Source: an optimization exercise on an open RTL-to-GDS flow (aim: small area). Production flows keep margins and buffers that such runs may drop.
Function was checked by simulation only, so behaviour that the tests miss may differ from the original.
In runs 2 to 4 the design's own scripts or RTL, not TritonCTS, make the clock network.
No driver is modelled on the clock port, so clock power and skew are understated where the tree is cut down; a real chip needs a root buffer or a tree.

<file path="design.v">
module tmds_encoder (
    input clk,
    input rst,
    input [7:0] data_in,
    input c0,
    input c1,
    input de,
    output bit0,
    output reg [9:0] data_out
  );
  reg [7:0] din;
  reg xf;                     
  reg [7:0] q;                
  reg [3:0] cnt;              
  reg xf_d;
  reg [7:0] q_d;
  reg s1, k1, s2, k2, k3;
  reg a0, a1, b0, b1, h0, h1, e1, f1, f2, g2;
  reg [3:0] n;                
  reg lt4, eq4;
  reg inv;
  reg [3:0] delta;
  reg [3:0] cnt_d;
  reg en;
  integer i;
  assign bit0 = q[0];
  always @* begin
    {k1, s1} = {din[1] & din[2] | din[1] & din[3] | din[2] & din[3], din[1] ^ din[2] ^ din[3]};
    {k2, s2} = {din[4] & din[5] | din[4] & din[6] | din[5] & din[6], din[4] ^ din[5] ^ din[6]};
    k3 = s1 & s2 | s1 & din[7] | s2 & din[7];
    xf_d = k1 & k2 | k1 & k3 | k2 & k3;
    q_d[0] = din[0];
    for (i = 1; i < 8; i = i + 1)
      q_d[i] = q_d[i-1] ^ din[i];
    q_d[1] = q_d[1] ^ xf_d;
    q_d[3] = q_d[3] ^ xf_d;
    q_d[5] = q_d[5] ^ xf_d;
    q_d[7] = q_d[7] ^ xf_d;
    {a1, a0} = {q[0] & q[1] | q[0] & q[2] | q[1] & q[2], q[0] ^ q[1] ^ q[2]};
    {b1, b0} = {q[3] & q[4] | q[3] & q[5] | q[4] & q[5], q[3] ^ q[4] ^ q[5]};
    {h1, h0} = {q[6] & q[7], q[6] ^ q[7]};
    {e1, n[0]} = {a0 & b0 | a0 & h0 | b0 & h0, a0 ^ b0 ^ h0};
    {f2, f1} = {a1 & b1 | a1 & h1 | b1 & h1, a1 ^ b1 ^ h1};
    {g2, n[1]} = {f1 & e1, f1 ^ e1};
    n[2] = f2 ^ g2;
    n[3] = f2 & g2;
    lt4 = ~n[3] & ~n[2];
    eq4 = n[2] & ~n[1] & ~n[0];
    if (cnt == 4'd0 || eq4)
      inv = xf;
    else
      inv = cnt[3] == lt4;
    if (inv)
      delta = 4'd5 - n - {3'd0, xf};
    else
      delta = n - 4'd4 - {3'd0, xf};
    cnt_d = cnt + delta;
    en = de & ~rst;
  end
  always @(posedge clk) begin
    din <= data_in;
    xf <= xf_d;
    q <= q_d;
    cnt <= en ? cnt_d : 4'd0;
    if (rst)
      data_out <= 10'd0;
    else if (de)
      data_out <= {inv, ~xf, q ^ {8{inv}}};
    else
      data_out <= {~(c1 ^ c0), ~c0, 8'h54 ^ {8{c0}}};
  end
endmodule
module hdmi_tx_core (
    input clk,
    input rst,
    input [7:0] red,
    input [7:0] green,
    input [7:0] blue,
    output reg active,
    output reg [10:0] x,
    output reg [9:0] y,
    output [9:0] tmds_red,
    output [9:0] tmds_green,
    output [9:0] tmds_blue
  );
  reg hsync, vsync;
  reg x_end, y_end;
  reg de1, de2;
  wire c0, c1;
  always @* begin
    x_end = x[10] & x[9] & x[7] & x[1];                           
    y_end = y[9] & y[7] & y[6] & y[5] & y[3] & y[2] & y[0];       
    active = ~(x[10] & (x[9] | x[8])) &
             ~(y[9] & (y[8] | (y[7] & y[6] & (y[5] | y[4]))));
    hsync = x[10] & ~x[9] & x[8] & ~x[7] & ~x[6] & ~x[5] &
            (x[4] ? ~(x[3] | x[2]) : (x[3] & (x[2] | x[1])));
    vsync = y[9] & y[7] & y[6] & ~y[5] & y[4] & y[3] & ~y[2] & y[1];
  end
  always @(posedge clk) begin
    if (rst | x_end)
      x <= 11'd0;
    else
      x <= x + 11'd1;
    if (rst | (x_end & y_end))
      y <= 10'd0;
    else
      y <= y + {9'd0, x_end};
  end
  always @(posedge clk) begin
    de1 <= active;
    de2 <= de1;
  end
  tmds_encoder enc_blue (
    .clk(clk), .rst(rst), .data_in({blue[7:1], active ? blue[0] : hsync}),
    .c0(c0), .c1(c1), .de(de2), .bit0(c0), .data_out(tmds_blue));
  tmds_encoder enc_green (
    .clk(clk), .rst(rst), .data_in({green[7:1], active ? green[0] : vsync}),
    .c0(c0), .c1(c1), .de(de2), .bit0(c1), .data_out(tmds_green));
  tmds_encoder enc_red (
    .clk(clk), .rst(rst), .data_in(red),
    .c0(c0), .c1(c1), .de(de2), .bit0(), .data_out(tmds_red));
endmodule
</file>
<file path="flow/run.sh">
#!/bin/bash
# The standard layout, with the smallest buffer on each port and a clock tree
# of clkbuf_8 leaves without dummy balancing loads.
set -euo pipefail
bash standard.sh \
  BUFFER_PORTS_ARGS="-buffer_cell sky130_fd_sc_hd__buf_1" \
  CTS_ARGS="-sink_clustering_enable -repair_clock_nets -buf_list sky130_fd_sc_hd__clkbuf_8 -dont_use_dummy_load -sink_clustering_size 30 -sink_clustering_max_diameter 100" \
  finish > standard.log 2>&1
</file>
<file path="standard.sh">
#!/bin/bash
# synth_recipe.tcl (not shown) runs the flow's synth.tcl, then flattens the netlist and writes it again
# the make line also repeats each setting of config.mk as NAME=value (left out here)
make -C /OpenROAD-flow-scripts/flow DESIGN_CONFIG=/design/flow/config.mk WORK_HOME=/design/flow/orfs CLKGATE_MAP_FILE= SYNTH_SCRIPT=/design/flow/synth_recipe.tcl "${@:-finish}"
</file>
<file path="config.mk">
export PLATFORM = sky130hd
export DESIGN_NAME = hdmi_tx_core
export DESIGN_NICKNAME = hdmi_tx_core
export VERILOG_FILES = /design/flow/design.v
export SDC_FILE = /design/flow/constraint.sdc
export NUM_CORES = 4
export LEC_CHECK = 0
export CAP_MARGIN = 20
export CORE_MARGIN = 2
export CORE_UTILIZATION = 40
export SLEW_MARGIN = 20
</file>
<file path="constraint.sdc">
create_clock -name core_clock -period 5.0 [get_ports {clk}]
set_input_delay 1.0000 -clock core_clock [delete_from_list [all_inputs] [get_ports {clk}]]
set_output_delay 1.0000 -clock core_clock [all_outputs]
set_load 0.01 [all_outputs]
</file>
==> results of run 1 <==
==> cells in the mapped netlist, types with 12 or more instances <==
master / n
xor2_1: 27
fa_1: 27
inv_1: 70
nand3_1: 34
xnor2_1: 39
nand2_1: 32
a31oi_1: 14
nor2_1: 34
a21oi_1: 26
maj3_1: 12
dfxtp_1: 116
ha_1: 39
==> metal layers <==
| metal | vias to the layer above | routed length [um] | global-route usage (%) |
|---|---|---|---|
| met5 | - | 0 | 0 |
| met3 | 17 | 607 | 5.21 |
| met1 | 1786 | 4730 | 18.0 |
| met2 | 84 | 5100 | 25.5 |
| li1 | 1975 | - | - |
| met4 | 0 | 151 | 6.53 |
==> state kept, by name (all words and copies together) (netlist names), 8 cells and up <==
signal,cells
enc_green.din,8
x,11
enc_red.data_out,10
enc_blue.q,8
enc_blue.din,8
enc_red.din,8
y,10
enc_green.q,8
enc_red.q,8
enc_blue.data_out,10
enc_green.data_out,10
==> worst paths after layout <==
path / end / depth (start not counted) / from
worst max-delay path: enc_red.cnt[3] / 18 / enc_red.q[1]
worst min-delay path: de2 / 0 / de1
worst max register to register: enc_red.cnt[3] / 18 / enc_red.q[1]
worst min register to register: de2 / 0 / de1
==> worst register-to-register path, cell delays in order (launching register included) <==
cell	delay (ps)
dfxtp_1	330
inv_1	80
fa_1	460
fa_1	540
inv_1	40
ha_1	200
ha_1	320
ha_1	200
and2_1	160
o21a_1	190
nor2_1	590
nand2_1	110
nand2_1	130
ha_1	240
a21o_1	180
a21oi_1	190
xnor2_1	180
a21oi_1	80
nor3b_1	210
==> cell type report <==
| class | count | area, sq um | area share (%) |
|---|---|---|---|
| clock buffer | 17 | 234 | 3.65 |
| inverter | 70 | 263 | 4.09 |
| multi-input combinational | 366 | 3060 | 47.7 |
| sequential | 116 | 2320 | 36.2 |
| tap | 180 | 225 | 3.51 |
| timing repair buffer | 80 | 312 | 4.85 |
==> through the flow <==
step | util [%] | setup WS [ps]
final | 46.1 | 480
after global routing | 46.1 | 139
after CTS | 46.1 | 470
after detailed placement | 44.4 | 502
after global placement | 44.4 | 665
after floorplan | - | 953
==> cell families (layout without fill, tap and decap cells) <==
family,count (synthesis),count (layout),synth area share (%)
simple gates,151,151,13.4
flops,116,116,40.7
buf+inv,84,167,5.70
fa+ha+maj,78,78,20.1
xor+xnor,78,78,14.1
compound gates,58,58,5.83
mux,1,1,0.175
==> results.txt, run 1 <==
* Worst Setup End Kind: flip-flop
* Die width at ~120 um
* DR iter-0 viols at 164
* Dpl cell area at 6180 sq um
* Largest net degree at the start of global routing at 38
* Gates resized, CTS repair at 0
* Routed Antenna Nets at 0
* Placement row count at 43
* Worst-case clock buffer depth at 2
* RSZ-0062 raised after global routing: no
* IO Port Bufs at a little under 80
* Synth Net Count at 658
* Final Max Slew Viols at 0
* Final Setup Violations at 0
* Min Hold Slack at 340 ps
* Most frequent cells in the layout: 116 x dfxtp_1, 77 x buf_1, 70 x inv_1
* Top FF cell, synth: dfxtp_1
* # H-tree levels at 4
* DR vias at 3,862
* Design Area, Final at roughly 6400 sq um
* Initial Util at 41.0%
* Die footprint at 15,200 sq um
* Diodes inserted at 0
* Vias in the first global route at 3,951
* Critical path data required time at 5340 ps
* Netlist Area Pre-Place at 5710 sq um
* Final #Nets at 743
* CP max FO at 12
* Skew-Pair Late Insertion Delay at between 400 and 500 ps
* Total congestion overflow at 0
* MaxCap Viol Count at 0
* Reg2Reg Setup Slack at 480 ps
* Commonest non-fill, non-tap cell in the layout: dfxtp_1
* Max Clk Rate at 221 MHz
* Startpoint types: flip-flop
* Layout Cells excl Fill at between 800 and 900
* Hold Crit Class: flip-flop to flip-flop
* Crit-path cells: inv_1, fa_1, fa_1, inv_1, ha_1, ha_1, ha_1, and2_1, o21a_1, nor2_1, nand2_1, nand2_1, ha_1, a21o_1, a21oi_1, xnor2_1, a21oi_1, nor3b_1
* Layout cells sized above 1 at ~5.9%
* Worst Skew at 20.5 ps
* Syn avg cell area at 10.1 sq um
* Post-Place Cells at 812
* Crit path kind: flip-flop to flip-flop
* Dpl hpwl at 8330 um
* Sequential share of the synthesized area at 40.7%
* Worst slew margin at 49.0%
* P&R area growth vs syn at 12.4%
* Final Hold Viols at 0
* Crit path largest cell delay at around 590 ps
* CTS Buf Count at 17
* Tightest Pin Transition at 761 ps
* Die H at 123 um
* Flops & latches, synth at 116
* # IOs at just under 80
* DR DRC count at 0
* Wire per inst at 12.8 um
* Hold-fix buffers at CTS at 0
* CP max-delay cell: nor2_1
* Reg clk slew, reported paths at 60 ps
* Tmin final at 4520 ps
* TritonCTS clock tree: built
* Yosys cell types at between 40 and 50
* Avg Vias per Cell at around 4.7
* Largest area contributor in the netlist: dfxtp_1
* Buffers and inverters on the worst path at 2
* Crit path DAT at 4860 ps
* Ys Warns at 2
* EDFF count, synth at 0
* Final WL at 10,600 um
* Drt pass-1 iters at 4
* First-pass GRT wire length at 18,100 um
* Setup_tns at 0 ps
* CTS root buf: clkbuf_8
* Async S/R FF share, synth at 0%
* Period utilisation layout at 90.4%
* Initial antenna violation count at 0
* CP dominant cell by count: ha_1
* Kind of cell adding the most delay to the critical path: adder cells
* Synth area leaders: dfxtp_1 41%, fa_1 9.5%, ha_1 8.5%, xnor2_1 6.0%, inv_1 4.6%
* Final GP Congestion at between 0.8 and 0.9
* Area share of the largest cell type after synthesis at 40.7%
* Status: timing/DRC/antenna clean
* Synthesized netlist cell count at roughly 570
* Setup Buffers After CTS at 0
* Core area at between 10,000 and 15,000 sq um
* Number of fill cells at 1,327
* Total GRT Usage at 15.3%
* Clock sinks at between 100 and 150
==> run 2, diff against run 1 <==
==> flow/run.sh (replaced) <==
#!/bin/bash
# Layout flow: the standard flow (standard.sh) with
#  - synthesis by flow/synth.tcl (area-oriented ABC script flow/area.abc,
#    no adder cell extraction; registers as in the standard synthesis),
#  - the smallest buffer (buf_1) on each port,
#  - a hand-built clock tree (flow/mcts.tcl) in place of clock_tree_synthesis.
set -euo pipefail
F=$PWD/flow
export MY_ABC_SCRIPT=$F/area.abc
export MCTS_N=6 MCTS_BUF=sky130_fd_sc_hd__clkbuf_8 MCTS_ROOT=sky130_fd_sc_hd__clkbuf_4
export PRE_CTS_TCL=$F/mcts.tcl
bash standard.sh \
  SYNTH_SCRIPT=$F/synth.tcl \
  PRE_CTS_TCL=$F/mcts.tcl \
  BUFFER_PORTS_ARGS="-buffer_cell sky130_fd_sc_hd__buf_1" \
  finish > standard.log 2>&1
==> flow/area.abc (new file) <==
strash
&get -n
&deepsyn -T 30
&put
dch -f
amap
topo
==> flow/mcts.tcl (new file) <==
proc mcts_split {sinks n axis} {
  if {$n <= 1} { return [list $sinks] }
  set idx [expr {$axis == 0 ? 1 : 2}]
  set s [lsort -integer -index $idx $sinks]
  set n1 [expr {$n / 2}]
  set cut [expr {int(round([llength $s] * double($n1) / $n))}]
  set a [lrange $s 0 [expr {$cut - 1}]]
  set b [lrange $s $cut end]
  return [concat [mcts_split $a $n1 [expr {1 - $axis}]] [mcts_split $b [expr {$n - $n1}] [expr {1 - $axis}]]]
}

proc mcts_run {n buf root} {
  set block [ord::get_db_block]
  set clknet [[sta::sta_to_db_net [get_nets clk]] getName]
  set clknet [$block findNet $clknet]
  set sinks {}
  foreach it [$clknet getITerms] {
    set inst [$it getInst]
    set bb [$inst getBBox]
    lappend sinks [list $it [expr {([$bb xMin] + [$bb xMax]) / 2}] [expr {([$bb yMin] + [$bb yMax]) / 2}]]
  }
  set die [$block getDieArea]
  set axis [expr {([$die dx] >= [$die dy]) ? 0 : 1}]
  set groups [mcts_split $sinks $n $axis]
  set master [[ord::get_db] findMaster $buf]
  set drv $clknet
  if {$root ne ""} {
    set rinst [odb::dbInst_create $block [[ord::get_db] findMaster $root] "clkbuf_root"]
    set rnet [odb::dbNet_create $block "clknet_root"]
    $rnet setSigType CLOCK
    [$rinst findITerm A] connect $clknet
    [$rinst findITerm X] connect $rnet
    set sx 0; set sy 0
    foreach s $sinks { incr sx [lindex $s 1]; incr sy [lindex $s 2] }
    $rinst setLocation [expr {$sx / [llength $sinks]}] [expr {$sy / [llength $sinks]}]
    $rinst setPlacementStatus PLACED
    set drv $rnet
  }
  set k 0
  set sizes {}
  foreach g $groups {
    set inst [odb::dbInst_create $block $master "clkbuf_leaf_$k"]
    set net [odb::dbNet_create $block "clknet_leaf_$k"]
    $net setSigType CLOCK
    [$inst findITerm A] connect $drv
    [$inst findITerm X] connect $net
    set sx 0; set sy 0
    foreach s $g {
      set it [lindex $s 0]
      $it disconnect
      $it connect $net
      incr sx [lindex $s 1]; incr sy [lindex $s 2]
    }
    $inst setLocation [expr {$sx / [llength $g]}] [expr {$sy / [llength $g]}]
    $inst setPlacementStatus PLACED
    lappend sizes [llength $g]
    incr k
  }
  puts "mcts: [llength $sinks] sinks, root '$root', $n x $buf, groups $sizes"
}

# Run as PRE_CTS_TCL: build the tree here and make the flow's own
# clock_tree_synthesis call a no-op.
mcts_run $::env(MCTS_N) $::env(MCTS_BUF) $::env(MCTS_ROOT)
set_propagated_clock [all_clocks]
rename clock_tree_synthesis ""
proc clock_tree_synthesis {args} { puts "clock_tree_synthesis skipped: manual tree built by mcts.tcl" }
==> flow/synth.tcl (new file) <==
# The standard synthesis (synth_recipe.tcl), with two changes to the
# combinational mapping only: no full/half-adder cell extraction, and the ABC
# script named by MY_ABC_SCRIPT. The registers are mapped exactly as in the
# standard synthesis.
proc synth {args} { yosys synth -nofsm -noshare {*}$args }
proc abc {args} {
  set i [lsearch -exact $args -script]
  if { $i >= 0 } {
    lset args [expr {$i + 1}] $::env(MY_ABC_SCRIPT)
  }
  yosys abc {*}$args
}
proc extract_fa {args} { }
source $::env(SCRIPTS_DIR)/synth.tcl
# left out here: clear keep_hierarchy, flatten, clean up, hide names made inside functions, write 1_2_yosys.v
==> run 2 against run 1 <==
Net effect: still clean; sequential share of layout area rose by 8.4 points; synthesized area fell by 19%; critical path depth rose by 11; critical path type unchanged; largest cell class is now registers; highest routed layer unchanged.
==> results.txt, run 2 <==
* Reg with most FFs: x
* Sink of the worst hold path: de2
* Largest area contributor in the netlist: dfxtp_1
* Setup Buffers After CTS at 0 (unchanged)
* Period utilisation layout at 88.1% (-2.3 points)
* Crit path largest cell delay at 360 ps (-230 ps)
* Critical R2R Capture: enc_red.cnt[3]
* Top FF cell, synth: dfxtp_1
* Diodes inserted at 0 (unchanged)
* IO Port Bufs at 77 (unchanged)
* First-pass GRT wire length at 16,300 um (-9.6%)
* RSZ-0062 raised after global routing: no
* Worst slew margin at 60.9% (+12 points)
* Vias in the first global route at 3,853 (-2.5%)
* Tmin final at 4400 ps (-116 ps)
* Worst Reg-to-Reg Cells at 29 (+11)
* Netlist Area Pre-Place at 4610 sq um (-19%)
* Setup_tns at 0 ps (unchanged)
* Buffers and inverters on the worst path at 4 (+2)
* CP dominant cell by count: nor2_1
* Critical hold path startpoint: de1
* Crit path kind: flip-flop to flip-flop
* Area share of the largest cell type after synthesis at 50.4% (+9.7 points)
* Initial Util at 40.7% (-0.25 points)
* Hold Crit Class: flip-flop to flip-flop
* # IOs at 78 (unchanged)
* Tightest Pin Transition at 586 ps (-175 ps)
* DR vias at 4,105 (+6.3%)
* Worst Skew at 11.8 ps (-8.74 ps)
* Post-synth top cells: 116 x dfxtp_1, 96 x nor2_1, 79 x clkinv_1, 54 x o21ai_0, 52 x nand2_1
* Status: timing/DRC/antenna clean
* Main combinational cell family by area after synthesis: compound AO/OA/AOI/OAI gates
* P&R area growth vs syn at 12.9%
* Avg Vias per Cell at 5.08 (+9.1%)
* Final Setup Violations at 0 (unchanged)
* Core area at 11,300 sq um (-19%)
* Final GP Congestion at 0.894 (+11%)
* Worst Setup SP: enc_red.q[7]
* Kind of cell adding the most delay to the critical path: compound AO/OA/AOI/OAI gates
* Total congestion overflow at 0 (unchanged)
* Final Hold Viols at 0 (unchanged)
* Total GRT Usage at 14.9% (-0.41 points)
* Placement row count at 39 (-9.3%)
* Reg2Reg Setup Slack at 600 ps (+120 ps)
* Largest net degree at the start of global routing at 21 (-45%)
* Die H at 111 um (-9.8%)
* Number of flip-flops in the largest register at 11 (unchanged)
* Critical path data required time at 5360 ps (+20 ps)
* DR iter-0 viols at 171 (+4.3%)
* Synth Net Count at 605 (-8.1%)
* Sequential share of the synthesized area at 50.4% (+9.7 points)
* Dpl hpwl at 7370 um (-11%)
* Reg clk slew, reported paths at 120 ps (+60 ps)
* DR DRC count at 0 (unchanged)
* Async S/R FF share, synth at 0% (unchanged)
* Hold-fix buffers at CTS at 0 (unchanged)
* Routed Antenna Nets at 0 (unchanged)
* Initial antenna violation count at 0 (unchanged)
* Drt pass-1 iters at 4 (unchanged)
* Final #Nets at 693 (-6.7%)
* Die width at 111 um (-9.8%)
* CP max FO at 5 (-7)
* Most frequent cells in the layout: 116 x dfxtp_1, 96 x nor2_1, 79 x clkinv_1
* Die footprint at 12,400 sq um (-19%)
* Layout cells sized above 1 at 2.26% (-3.6 points)
* Commonest non-fill, non-tap cell in the layout: dfxtp_1
* Final Max Slew Viols at 0 (unchanged)
* FF-to-FF Start: enc_red.q[7]
* Flops & latches, synth at 116 (unchanged)
* Max Clk Rate at 227 MHz (+2.6%)
* Most frequent cell after synthesis: dfxtp_1
* Wire per inst at 11.8 um (-7.3%)
* Synthesized netlist cell count at 579 (+2.3%)
* Synth area leaders: dfxtp_1 50%, nor2_1 7.8%, clkinv_1 6.4%, o21ai_0 5.9%, a21oi_1 5.5%
* Mux cell area share after synthesis at 0% (-0.18 points)
* Syn avg cell area at 7.96 sq um (-21%)
* Ys Warns at 2 (unchanged)
* Gates resized, CTS repair at 0 (unchanged)
* Yosys cell types at 32 (-24%)
* EDFF count, synth at 0 (unchanged)
* MaxCap Viol Count at 0 (unchanged)
* Synth Area in Simple Gates at 17.3% (+3.9 points)
* Complex-gate fraction of the synthesized area at 25.9% (+20 points)
* Final WL at 9570 um (-9.6%)
* Xor/xnor cell area share of the yosys netlist at 0% (-14 points)
* Skew-Pair Late Insertion Delay at 450 ps (+20 ps)
* CP max-delay cell: dfxtp_1
* Final core occ at 46.0% (-0.064 points)
* Worst Setup End Kind: flip-flop
* Synth Area in Adders at 0% (-20 points)
* Hold Path Stages at 0 (unchanged)
* Crit path DAT at 4760 ps (-100 ps)
* Startpoint types: flip-flop
## run 2: how the worst max path moves through the flow
stage                     endpoint  slack, ps  depth (start not counted)
detailed placement  enc_red.cnt[3]        140                         28
global placement    enc_red.cnt[3]        470                         28
global route        enc_red.cnt[3]         10                         29
CTS                 enc_red.cnt[3]         90                         28
finish              enc_red.cnt[3]        600                         29
floorplan           enc_red.cnt[3]        810                         28
## run 2: logic make-up after synthesis
kind of cell | count (synthesis)
flops | 116
compound gates | 195
buf+inv | 79
simple gates | 189
## run 2: stage by stage
step                cell area (sq um)  hold WS [ps]  instances  worst slack (ps)
floorplan                        4610           310        579               807
global placement                 5090           313        801               470
detailed placement               5090           313        801               139
CTS                              5180           348        808              89.5
global route                     5210           356        808              13.6
finish                           5210           341        808               596
## run 2: layout make-up
class	count	area, sq um
well taps	143	179
plain buffers	7	90.1
flip-flops and latches	116	2320
fillers	1188	6110
repair buffers	79	304
multi-input cells	384	2020
inverters	79	297
## run 2: layer usage
metal  up-vias  track usage, %  wire (um)
met1      1822            18.5       4400
met5         -               0          0
met4         0            2.39        133
met2        69            27.7       4510
met3        12            2.61        527
li1       2202               -          -
==> run 3, diff against run 2 <==
--- a/flow/run.sh
+++ b/flow/run.sh
@@ -8,5 +8,5 @@
 F=$PWD/flow
 export MY_ABC_SCRIPT=$F/area.abc
-export MCTS_N=6 MCTS_BUF=sky130_fd_sc_hd__clkbuf_8 MCTS_ROOT=sky130_fd_sc_hd__clkbuf_4
+export MCTS_N=4 MCTS_BUF=sky130_fd_sc_hd__clkbuf_16 MCTS_ROOT=
 export PRE_CTS_TCL=$F/mcts.tcl
 bash standard.sh \
==> run 3 against run 2 <==
Net effect: clock skew rose by 1.0 ps; highest routed layer unchanged; register-to-register slack got worse by 50 ps; flip-flop and latch count did not move; cell count fell by 0.37%; worst hold slack got worse by 1.3 ps; global-route usage fell by 0.17 points; synthesized cell count did not move; first-iteration DRC count fell by 16%; still clean; fmax fell by 1.2%.
==> results.txt, run 3 <==
* GR Layer Usage met1 at 18.7% (+0.24 points)
* Worst Setup End Kind: flip-flop
* DR iter-0 viols at 144 (-16%)
* Main combinational cell family by area after synthesis: compound AO/OA/AOI/OAI gates
* Critical R2R Capture: enc_red.cnt[3]
* Area share of the largest cell type after synthesis at 50.4% (unchanged)
* Final Setup Violations at 0 (unchanged)
* Wire per inst at 11.8 um (-0.62%)
* Commonest non-fill, non-tap cell in the layout: dfxtp_1
* Final #Nets at 690 (-0.43%)
* Synth Area in Simple Gates at 17.3% (unchanged)
* Total GRT Usage at 14.8% (-0.17 points)
* Complex-gate fraction of the synthesized area at 25.9% (unchanged)
* Largest net degree at the start of global routing at 30 (+43%)
* Xor/xnor cell area share of the yosys netlist at 0% (unchanged)
* Number of fill cells at 1,176 (-1.0%)
* Max Clk Rate at 224 MHz (-1.2%)
* Skew-Pair Late Insertion Delay at 170 ps (-280 ps)
* MaxCap Viol Count at 0 (unchanged)
* Critical hold path startpoint: de1
* Top FF cell, synth: dfxtp_1
* Reg2Reg Setup Slack at 540 ps (-50 ps)
* Setup_tns at 0 ps (unchanged)
* Largest area contributor in the netlist: dfxtp_1
* CP dominant cell by count: nor2_1
* Area of the multi-input gates at 2020 sq um (unchanged)
* Reg with most FFs: x
* Die footprint at 12,400 sq um (unchanged)
* Synth Net Count at 605 (unchanged)
* Most frequent cell after synthesis: dfxtp_1
* Layout Cells excl Fill at 805 (-0.37%)
* CP max FO at 5 (unchanged)
* # IOs at 78 (unchanged)
* Dpl hpwl at 7370 um (unchanged)
* Initial Util at 40.7% (unchanged)
* Hold-fix buffers at CTS at 0 (unchanged)
* Final worst slack at 543 ps (-53.1 ps)
* DR DRC count at 0 (unchanged)
* Worst Reg-to-Reg Cells at 29 (unchanged)
* Core area at 11,300 sq um (unchanged)
* Synth area leaders: dfxtp_1 50%, nor2_1 7.8%, clkinv_1 6.4%, o21ai_0 5.9%, a21oi_1 5.5%
* Die width at 111 um (unchanged)
* Min Hold Slack at 340 ps (-1.28 ps)
* Met2 Usage GRT at 27.3% (-0.37 points)
* Routed Antenna Nets at 0 (unchanged)
* FF-to-FF Start: enc_red.q[7]
* Number of flip-flops in the largest register at 11 (unchanged)
* Setup Buffers After CTS at 0 (unchanged)
* Ys Warns at 2 (unchanged)
* Post-synth top cells: 116 x dfxtp_1, 96 x nor2_1, 79 x clkinv_1, 54 x o21ai_0, 52 x nand2_1
* Yosys cell types at 32 (unchanged)
* Syn avg cell area at 7.96 sq um (unchanged)
* Synthesized netlist cell count at 579 (unchanged)
* Final GP Congestion at 0.894 (unchanged)
* Diodes inserted at 0 (unchanged)
* Period utilisation layout at 89.1% (+1.1 points)
* Sink of the worst hold path: de2
* Layer with the highest usage: met2
* Reg clk slew, reported paths at 110 ps (about the same)
* Worst Skew at 12.9 ps (+1.05 ps)
* Final WL at 9480 um (-0.99%)
* Avg Vias per Cell at 5.09 (+0.25%)
* Layout cells sized above 1 at 1.81% (-0.44 points)
* Critical path data required time at 5080 ps (-280 ps)
* GRT met3 Usage at 1.91% (-0.71 points)
* Total congestion overflow at 0 (unchanged)
* Post-Place Cells at 801 (unchanged)
* Worst slew margin at 62.3% (+1.4 points)
* Die H at 111 um (unchanged)
* Hold Crit Class: flip-flop to flip-flop
* Final Max Slew Viols at 0 (unchanged)
* Sequential Area at 2320 sq um (unchanged)
* Netlist Area Pre-Place at 4610 sq um (unchanged)
* Flops & latches, synth at 116 (unchanged)
* Async S/R FF share, synth at 0% (unchanged)
* Final Hold Viols at 0 (unchanged)
* Hold Path Stages at 0 (unchanged)
* Initial antenna violation count at 0 (unchanged)
* Most frequent cells in the layout: 116 x dfxtp_1, 96 x nor2_1, 79 x clkinv_1
* Synth Area in Adders at 0% (unchanged)
* First-pass GRT wire length at 16,200 um (-0.80%)
* Crit path largest cell delay at 360 ps (about the same)
* Mux cell area share after synthesis at 0% (unchanged)
* IO Port Bufs at 77 (unchanged)
* Tightest Pin Transition at 565 ps (-20.8 ps)
* Startpoint types: flip-flop
* CP max-delay cell: dfxtp_1
* EDFF count, synth at 0 (unchanged)
* Status: timing/DRC/antenna clean
* Sequential share of the synthesized area at 50.4% (unchanged)
* DP Worst Slack at 139 ps (unchanged)
* Gates resized, CTS repair at 0 (unchanged)
* Crit path DAT at 4530 ps (-230 ps)
* DR vias at 4,100 (-0.12%)
* Drt pass-1 iters at 4 (unchanged)
* Crit path kind: flip-flop to flip-flop
* P&R area growth vs syn at 13.2%
* Tmin final at 4460 ps (+53.1 ps)
* Placement row count at 39 (unchanged)
* Vias in the first global route at 3,836 (-0.44%)
run 3: logic make-up after synthesis:
| kind of cell | after synthesis |
|---|---|
| buf+inv | 79 |
| compound gates | 195 |
| flops | 116 |
| simple gates | 189 |
run 3: layout make-up:
type | count | share of cell area (%)
inverters | 79 | 5.68
multi-input cells | 384 | 38.6
plain buffers | 4 | 1.92
repair buffers | 79 | 5.83
well taps | 143 | 3.43
flip-flops and latches | 116 | 44.5
run 3: worst max-delay path: cells and delay by family, from the launching register on:
| family | cells | cell delay [ps] |
|---|---|---|
| AOI/OAI and AO/OA | 15 | 2460 |
| and+or+nand+nor | 10 | 1120 |
| buffers and inverters | 4 | 430 |
| DFF | 1 | 360 |
run 3: worst max-delay path by stage:
stage	from	end	slack, ps	cells after the start
3_5_place_dp	enc_red.q[7]	enc_red.cnt[3]	140	28
3_3_place_gp	enc_red.q[4]	enc_red.cnt[3]	470	28
4_1_cts	enc_red.q[7]	enc_red.cnt[3]	70	28
6_report	enc_red.q[7]	enc_red.cnt[3]	540	29
2_1_floorplan	enc_red.q[7]	enc_red.cnt[3]	810	28
5_1_grt	enc_red.q[7]	enc_red.cnt[3]	-10	29
run 3: metrics by stage:
stage,util [%],area (sq um)
finish,46.1,5220
floorplan,-,4610
global route,46.1,5220
detailed placement,45.0,5090
CTS,45.9,5190
global placement,45.0,5090
run 3: per-layer routing:
| layer | wire (um) | vias to the layer above |
|---|---|---|
| met5 | 0 | - |
| met4 | 139 | 0 |
| met3 | 440 | 13 |
| met2 | 4420 | 72 |
| met1 | 4470 | 1819 |
| li1 | - | 2196 |
==> run 4, diff against run 3 <==
==> flow/run.sh (replaced) <==
#!/bin/bash
# Layout flow: the standard flow (standard.sh) with
#  - synthesis by flow/synth.tcl: area-oriented ABC scripts (flow/*.abc),
#    best of several runs, no adder cell extraction; registers exactly as in
#    the standard synthesis,
#  - the smallest buffer (buf_1) on each port,
#  - a hand-built, balanced clock tree (flow/mcts.tcl) in place of
#    clock_tree_synthesis: one clkbuf_4 root, six clkbuf_8 leaves.
# All tool output goes to standard.log and ORFS's own logs under orfs/logs.
set -euo pipefail
F=$PWD/flow
export MY_FLOW_DIR=$F
export MY_ABC_RUNS="deep_nf.abc:0 deep_nf.abc:1 deep_nf.abc:2 deep_nf.abc:3 deep_amap.abc:0"
export MCTS_N=6 MCTS_BUF=sky130_fd_sc_hd__clkbuf_8 MCTS_ROOT=sky130_fd_sc_hd__clkbuf_4
export PRE_CTS_TCL=$F/mcts.tcl
bash standard.sh \
  SYNTH_SCRIPT=$F/synth.tcl \
  PRE_CTS_TCL=$F/mcts.tcl \
  BUFFER_PORTS_ARGS="-buffer_cell sky130_fd_sc_hd__buf_1" \
  finish > standard.log 2>&1
==> flow/deep_amap.abc (new file) <==
strash
&get -n
&deepsyn -T 30 -S @SEED@
&put
dch -f
amap
topo
==> flow/deep_nf.abc (new file) <==
strash
&get -n
&deepsyn -T 30 -S @SEED@
&dch -f
&nf -R 1000
&put
topo
==> flow/synth.tcl (replaced) <==
# The standard synthesis (synth_recipe.tcl), with two changes to the
# combinational mapping only: no full/half-adder cell extraction, and ABC
# run with area-oriented scripts instead of ORFS's speed script. Each entry
# "SCRIPT:SEED" of MY_ABC_RUNS is tried (SCRIPT's @SEED@ replaced by SEED) and
# the mapping with the smallest cell area is kept. The registers are mapped
# exactly as in the standard synthesis.
proc synth {args} { yosys synth -nofsm -noshare {*}$args }
proc abc_area_now {} {
  set s [tee -q -s result.string stat -liberty [lindex $::env(LIB_FILES) 0]]
  if { [regexp {Chip area for module [^:]*:\s*([0-9.]+)} $s -> a] } { return $a }
  return 1e30
}
proc abc {args} {
  set i [lsearch -exact $args -script]
  design -save my_pre_abc
  set best 1e30
  set bestrun ""
  set k 0
  foreach run $::env(MY_ABC_RUNS) {
    lassign [split $run :] script seed
    set f [open $::env(MY_FLOW_DIR)/$script r]
    set tmpl [read $f]
    close $f
    design -load my_pre_abc
    set sf $::env(OBJECTS_DIR)/abc_run$k.abc
    set f [open $sf w]
    puts $f [string map [list @SEED@ $seed] $tmpl]
    close $f
    set a2 $args
    lset a2 [expr {$i + 1}] $sf
    yosys abc {*}$a2
    set a [abc_area_now]
    puts "abc run $run: area $a"
    if { $a < $best } {
      set best $a
      set bestrun $run
      design -save my_best_abc
    }
    incr k
  }
  puts "abc: keeping run $bestrun, area $best"
  design -load my_best_abc
}
proc extract_fa {args} { }
source $::env(SCRIPTS_DIR)/synth.tcl
# left out here: clear keep_hierarchy, flatten, clean up, hide names made inside functions, write 1_2_yosys.v
removed: flow/area.abc
==> run 4 against run 3 <==
Net effect: register-to-register slack improved by 290 ps; critical path depth decreased by 10; synthesized cell count decreased by 15%; worst setup slack improved by 290 ps; worst hold slack about the same; critical path type unchanged.
==> results.txt, run 4 <==
* # IOs at 78 (unchanged)
* Netlist Area Pre-Place at 4600 sq um (-0.30%)
* Layout Cells excl Fill at 717 (-11%)
* DR iter-0 viols at 122 (-15%)
* Drt pass-1 iters at 5 (+1)
* Skew-Pair Late Insertion Delay at 430 ps (+260 ps)
* Commonest non-fill, non-tap cell in the layout: dfxtp_1
* Vias in the first global route at 3,368 (-12%)
* Mux cell area share after synthesis at 0.463% (+0.46 points)
* Period utilisation layout at 83.4% (-5.7 points)
* MaxCap Viol Count at 0 (unchanged)
* Tmin final at 4170 ps (-286 ps)
* Largest area contributor in the netlist: dfxtp_1
* Routed Antenna Nets at 0 (unchanged)
* Reg with most FFs: x
* Yosys cell types at 39 (+22%)
* Synthesized netlist cell count at 490 (-15%)
* Max Clk Rate at 240 MHz (+6.9%)
* DP Worst Slack at 860 ps (+722 ps)
* Crit path kind: flip-flop to flip-flop
* Complex-gate fraction of the synthesized area at 16.0% (-9.9 points)
* Critical path data required time at 5330 ps (+250 ps)
* Hold-fix buffers at CTS at 0 (unchanged)
* Synth Area in Simple Gates at 15.2% (-2.1 points)
* Diodes inserted at 0 (unchanged)
* Most frequent cells in the layout: 116 x dfxtp_1, 77 x buf_1, 57 x xnor2_1
* Flops & latches, synth at 116 (unchanged)
* Total congestion overflow at 0 (unchanged)
* Final Hold Viols at 0 (unchanged)
* Final GP Congestion at 0.875 (-2.1%)
* Die H at 111 um (-0.14%)
* Crit path DAT at 4500 ps (-30 ps)
* Total GRT Usage at 13.8% (-0.97 points)
* CP max FO at 5 (unchanged)
* Die footprint at 12,400 sq um (-0.29%)
* Main combinational cell family by area after synthesis: compound AO/OA/AOI/OAI gates
* Number of flip-flops in the largest register at 11 (unchanged)
* Placement row count at 39 (unchanged)
* Initial Util at 40.6% (-0.12 points)
* EDFF count, synth at 0 (unchanged)
* IO Port Bufs at 77 (unchanged)
* Setup_tns at 0 ps (unchanged)
* Gates resized, CTS repair at 0 (unchanged)
* Reg clk slew, reported paths at 110 ps (about the same)
* Most frequent cell after synthesis: dfxtp_1
* Core area at 11,300 sq um (unchanged)
* Worst slew margin at 43.8% (-19 points)
* Wire per inst at 12.4 um (+5.3%)
* Tightest Pin Transition at 841 ps (+276 ps)
* First-pass GRT wire length at 15,100 um (-6.9%)
* Top FF cell, synth: dfxtp_1
* Post-Place Cells at 710 (-11%)
* Synth Area in Adders at 2.40% (+2.4 points)
* Synth area leaders: dfxtp_1 51%, xnor2_1 11%, o21ai_0 5.0%, nand2_1 4.6%, xor2_1 4.2%
* Setup Buffers After CTS at 0 (unchanged)
* Async S/R FF share, synth at 0% (unchanged)
* RSZ-0062 raised after global routing: no
* Avg Vias per Cell at 5.02 (-1.4%)
* Worst Setup End Kind: flip-flop
* Post-synth top cells: 116 x dfxtp_1, 57 x xnor2_1, 56 x nand2_1, 46 x o21ai_0, 42 x nor2_1
* Final Setup Violations at 0 (unchanged)
* Status: timing/DRC/antenna clean
* Layout cells sized above 1 at 1.22% (-0.59 points)
* DR vias at 3,599 (-12%)
* Xor/xnor cell area share of the yosys netlist at 15.1% (+15 points)
* Final worst slack at 828 ps (+286 ps)
* Worst Skew at 9.56 ps (-3.30 ps)
* Sequential share of the synthesized area at 50.5% (+0.15 points)
* Ys Warns at 2 (unchanged)
* Largest net degree at the start of global routing at 21 (-30%)
* P&R area growth vs syn at 12.1%
* Syn avg cell area at 9.38 sq um (+18%)
* Initial antenna violation count at 0 (unchanged)
* Hold Crit Class: flip-flop to flip-flop
* Synth Net Count at 516 (-15%)
* Area share of the largest cell type after synthesis at 50.5% (+0.15 points)
* Die width at 111 um (-0.14%)
* Final WL at 8890 um (-6.2%)
* Final Max Slew Viols at 0 (unchanged)
* Final #Nets at 602 (-13%)
* DR DRC count at 0 (unchanged)
* Startpoint types: flip-flop
* Dpl hpwl at 6710 um (-9.0%)
[run 4: cell types whose count changed after synthesis, moves of 5 or more]
cell      delta
a21oi_1     -13
xor2_1      +22
o21ai_0      -8
maj3_1      +11
nand2b_1     +5
clkinv_1    -74
nor2_1      -54
o221ai_1    -14
o22ai_1     -23
a211oi_1    -14
xnor2_1     +57
a22oi_1      -9
o211ai_1    +15
[run 4: stage by stage]
step / hold WS [ps] / instance area (sq um) / utilization [%]
after CTS: 341 / 5150 / 45.5
after global placement: 315 / 5060 / 44.7
after floorplan: 310 / 4600 / -
final: 340 / 5150 / 45.5
after global routing: 357 / 5150 / 45.5
after detailed placement: 313 / 5060 / 44.7
[run 4: cells by family (layout without fill, tap and decap cells)]
logic type / count (synthesis) / count (layout)
xor gates and xnor gates: 79 / 79
DFF: 116 / 116
AOI/OAI and AO/OA: 124 / 124
adders and majority gates: 11 / 11
and+or+nand+nor: 153 / 153
buffers and inverters: 5 / 89
muxes: 2 / 2
[run 4: critical path, cell delays in order, from the launching register on]
cell and delay, ps:
dfxtp_1 420, xor2_1 210, nor2_1 70, nand2b_1 150, xnor2_1 130, or3_1 330, nand2_1 130, xor2_1 100
xnor2_1 380, nand2_1 110, o21ai_0 270, o21ai_0 240, xor2_1 200, xnor2_1 270, nand2_1 140, nand2_1 110
nand2_1 70, xnor2_1 160, o21ai_0 190, o311a_1 380
[run 4: final cells by class]
class                   count  area [sq um]
fillers                  1126          6170
repair buffers             77           289
multi-input cells         369          2260
well taps                 143           179
flip-flops and latches    116          2320
plain buffers               7          90.1
inverters                   5          18.8
[run 4: layer usage]
layer	GRT usage, %	share of wire (%)	wire, um	vias up
met5	0	0	0	-
li1	-	-	-	1878
met3	1.91	4.5	402	9
met2	25.6	50	4420	68
met1	17.1	44	3930	1644
met4	2.55	1.6	140	0
[run 4: final timing paths]
check,startpoint,end,slack [ps],depth (start not counted)
setup / recovery,enc_red.q[6],enc_red.cnt[2],830,19
hold / removal,de1,de2,340,0
setup reg to reg,enc_red.q[6],enc_red.cnt[2],830,19
hold reg to reg,de1,de2,340,0

re-timing with driven ports:
The flow's constraints put no driver on any port. The routed layouts listed below were extracted and timed again, unchanged, in two steps.
Step 1 sets driving cells, clkbuf_16 on the clock port and buf_2 on the other inputs (assumed; they add their load-dependent delay and slew).
Step 2 times the ports against the registers' clock, not the clock port: input delays grow and output delays shrink by t, the midpoint of the rising clock arrivals with the driver on.
Three values: ideal ports, drivers, drivers and shift; two values: the first two.
| run | t, ns | slack for setup (ns) | worst setup path after step 2 | slew at the worst register clock pin (ns) | worst slew at a driven data input, ns |
|---|---|---|---|---|---|
| run 1 | 0.457 | 0.480 / 0.480 / 0.480 | register to register | 0.07 / 0.07 | 0.04 |
| run 2 | 0.475 | 0.596 / 0.596 / 0.596 | register to register | 0.12 / 0.12 | 0.03 |
| run 3 | 0.247 | 0.543 / 0.543 / 0.543 | register to register | 0.11 / 0.11 | 0.03 |
| run 4 | 0.456 | 0.828 / 0.828 / 0.828 | register to register | 0.11 / 0.11 | 0.04 |
After both steps every run listed still meets setup and hold.
